What follows belongs to an exercise in optimizing a design on an open flow for small area, a short achievable clock period and few clock cycles; a production flow would make more cautious choices.
The RTL was checked by simulation tests, not by an equivalence proof against the original design.
Power and IR drop assume default switching activity.

== lagoon ==
// Div
module Div (
    input wire clk,
    input wire reset_total,
    input wire reset_local,
    input wire [31:0] dividend_in,
    input wire [31:0] divisor_in,
    output reg zero_division_flag,
    output wire [31:0] remainder_out,
    output wire [31:0] quotient_out,
    output wire done
);
    function [6:0] lzc32;
        input [31:0] x;
        reg [15:0] v1; reg [15:0] c1;
        reg [7:0]  v2; reg [15:0] c2;
        reg [3:0]  v3; reg [11:0] c3;
        reg [1:0]  v4; reg [7:0]  c4;
        reg        v5; reg [4:0]  c5;
        integer k;
        begin
            for (k = 0; k < 16; k = k + 1) begin
                v1[k] = x[31-2*k] | x[30-2*k];
                c1[k] = ~x[31-2*k];
            end
            for (k = 0; k < 8; k = k + 1) begin
                v2[k] = v1[2*k] | v1[2*k+1];
                c2[2*k+:2] = v1[2*k] ? {1'b0, c1[2*k]} : {1'b1, c1[2*k+1]};
            end
            for (k = 0; k < 4; k = k + 1) begin
                v3[k] = v2[2*k] | v2[2*k+1];
                c3[3*k+:3] = v2[2*k] ? {1'b0, c2[4*k+:2]} : {1'b1, c2[4*k+2+:2]};
            end
            for (k = 0; k < 2; k = k + 1) begin
                v4[k] = v3[2*k] | v3[2*k+1];
  ...
Size in the first run: about 110 flip-flops, about 130 I/O pins, roughly 0.010 mm² of cells after synthesis.
==> flow/config.mk <==
export PLATFORM = sky130hd
export DESIGN_NAME = Div
export DESIGN_NICKNAME = Div
export VERILOG_FILES = /design/flow/design.v
export SDC_FILE = /design/flow/constraint.sdc
export NUM_CORES = 4
export LEC_CHECK = 0
export ABC_AREA = 1
export CAP_MARGIN = 20
export CORE_MARGIN = 2
export CORE_UTILIZATION = 55
export CTS_BUF_LIST = sky130_fd_sc_hd__clkbuf_4 sky130_fd_sc_hd__clkbuf_8
export CTS_CLUSTER_SIZE = 20
export SETUP_SLACK_MARGIN = 3.0
export SLEW_MARGIN = 20
==> flow/constraint.sdc <==
create_clock -name core_clock -period 6.0 [get_ports {clk}]
set_input_delay 1.2000 -clock core_clock [delete_from_list [all_inputs] [get_ports {clk}]]
set_output_delay 1.2000 -clock core_clock [all_outputs]
set_load 0.01 [all_outputs]
standard.sh (not shown) runs the stock make flow with config.mk's settings and CLKGATE_MAP_FILE= SYNTH_SCRIPT=/design/flow/synth_recipe.tcl, a recipe that flattens the netlist after the stock synthesis.
==> flow/flow/run.sh <==
#!/bin/bash
# Standard layout (the standard.sh) with these changes:
# - adders keep Yosys's default carry-lookahead mapping instead of the
#   Kogge-Stone extra map, and are not turned into half/full adder cells, so
#   ABC maps them;
# - the port buffers are the smallest buffer cell (repair_timing upsizes the
#   ones on critical paths).
set -euo pipefail
export ADDER_MAP_FILE=
export SYNTH_OPERATIONS_ARGS=-nordff
export BUFFER_PORTS_ARGS="-buffer_cell sky130_fd_sc_hd__buf_1"
bash standard.sh > flow_make.log 2>&1
Testbench counts of lagoon, summed over its fixed seeds: cycles 22,792.
#### Input delta (raven over lagoon)
Settings: CTS_BUF_LIST no longer set, was sky130_fd_sc_hd__clkbuf_4 sky130_fd_sc_hd__clkbuf_8; CTS_CLUSTER_SIZE no longer set, was 20; CORE_UTILIZATION now 60, was 55; SETUP_SLACK_MARGIN now 3.2, was 3.0.
## What came out
- raven against lagoon: total power went up about 11%; share of final layout cell area taken by clock buffers and inverters went up 1.0 points; register clock-pin slew on the reported worst setup and hold paths went down 0.03 ns.
- Summary of raven over lagoon: number of standard cells in the final layout excluding fillers increased about 1.4%, share of final-layout standard cells stronger than drive strength 1 now sits higher.
- Relative to lagoon, area added between synthesis and finish has gone up in raven.
- Comparing raven and lagoon, the higher die area was measured on lagoon.
[inputs] xenon vs raven
Settings: setting CTS_BUF_LIST to sky130_fd_sc_hd__clkbuf_4 sky130_fd_sc_hd__clkbuf_8 for the first time; setting CTS_CLUSTER_SIZE to 20 for the first time.
[summary]
xenon completed; timing, DRC and antenna clean. xenon — critical path depth 5 higher, raven as reference. raven and xenon ended up with nearly the same port buffer count. There was hardly any difference in vias after detailed routing between xenon and raven. For the area fraction of clock buffers and clock inverters, xenon came in 1.5 points lower than raven did. raven → xenon: overall routed net length fell 2.3%, slack of the critical path saw an increase, portion of total power attributed to sequential cells increased by 2.4 points relative to the old numbers, number of filler instances in the final layout increased by 38 relative to the old numbers, length of routed met2 wiring dropped 3.2%. Run comparison: raven slowest cell on the critical path sky130_fd_sc_hd__nor3_4; xenon slowest cell on the critical path sky130_fd_sc_hd__nor2_2. xenon vs raven, fraction of met2 tracks used by global routing went down by 3.5 points.
Input-level comparison between juniper and xenon:
Settings: swapping 60 for 65 in CORE_UTILIZATION.
--- outcome ---
- Compared with xenon, internal power contribution in juniper increased by a few percent.
- On wire length, the lower figure sits with xenon, not juniper.
- Between juniper and xenon, the worst setup slack is higher for xenon.
- Comparing juniper and xenon, the lower overall power of the completed layout was measured on xenon.
- Achievable frequency delta for juniper relative to xenon: about 5% lower
- Worst reg-to-reg path cell count came out lower on juniper than on xenon.
Inputs modified between juniper and yarrow:
Settings: swapping 3.2 for 2.8 in SETUP_SLACK_MARGIN; swapping 65 for 60 in CORE_UTILIZATION.
==> run summary <==
CTS clock-pin slew for the worst setup and hold paths: juniper vs yarrow, no meaningful difference
Share of cell area taken by flip-flops and latches: higher on yarrow
[yarrow] fraction of the cycle the final worst path needs rose 2.0 points relative to juniper
yarrow vs juniper, setup slack went down by 0.12 ns.
Delta (yarrow minus juniper): required arrival time at the worst endpoint ~0 delta, via count of the routed design lower.
yarrow reports a lower post-layout instance count excluding filler cells than juniper does.
Diff juniper -> yarrow | violation count after the first detailed-route iteration | down by more than a quarter
Routed wire length in yarrow is about 8% lower than in juniper
Minimum period implied by the final worst setup slack: yarrow vs juniper up 0.12 ns

[port drivers added, routing unchanged]
No port has a modelled driver above. Below, the same layouts with a new extraction and two added sets of constraints. Step 1, drivers: a clkbuf_16 drives clk and a buf_2 each remaining input, both assumed. Step 2, shift: input delay + t, output delay - t, t = (earliest + latest rising clock arrival at the registers) / 2. This alone moves slack from input paths to output paths. a / b / c = ideal / step 1 / step 2; a / b = the first two.
run	t, ns	setup WS [ns]	worst slew at a driven data input, ns
lagoon	0.499	3.093 / 3.113 / 2.613	0.08
raven	0.479	3.211 / 3.229 / 2.750	0.07
xenon	0.499	3.232 / 3.223 / 2.723	0.13
juniper	0.492	3.090 / 3.109 / 2.617	0.08
yarrow	0.512	2.969 / 2.989 / 2.477	0.07
After both steps setup and hold are still met in every run listed. The setup slack of xenon, which loses most, moves by -0.009 ns with the drivers and by -0.509 ns with both steps.
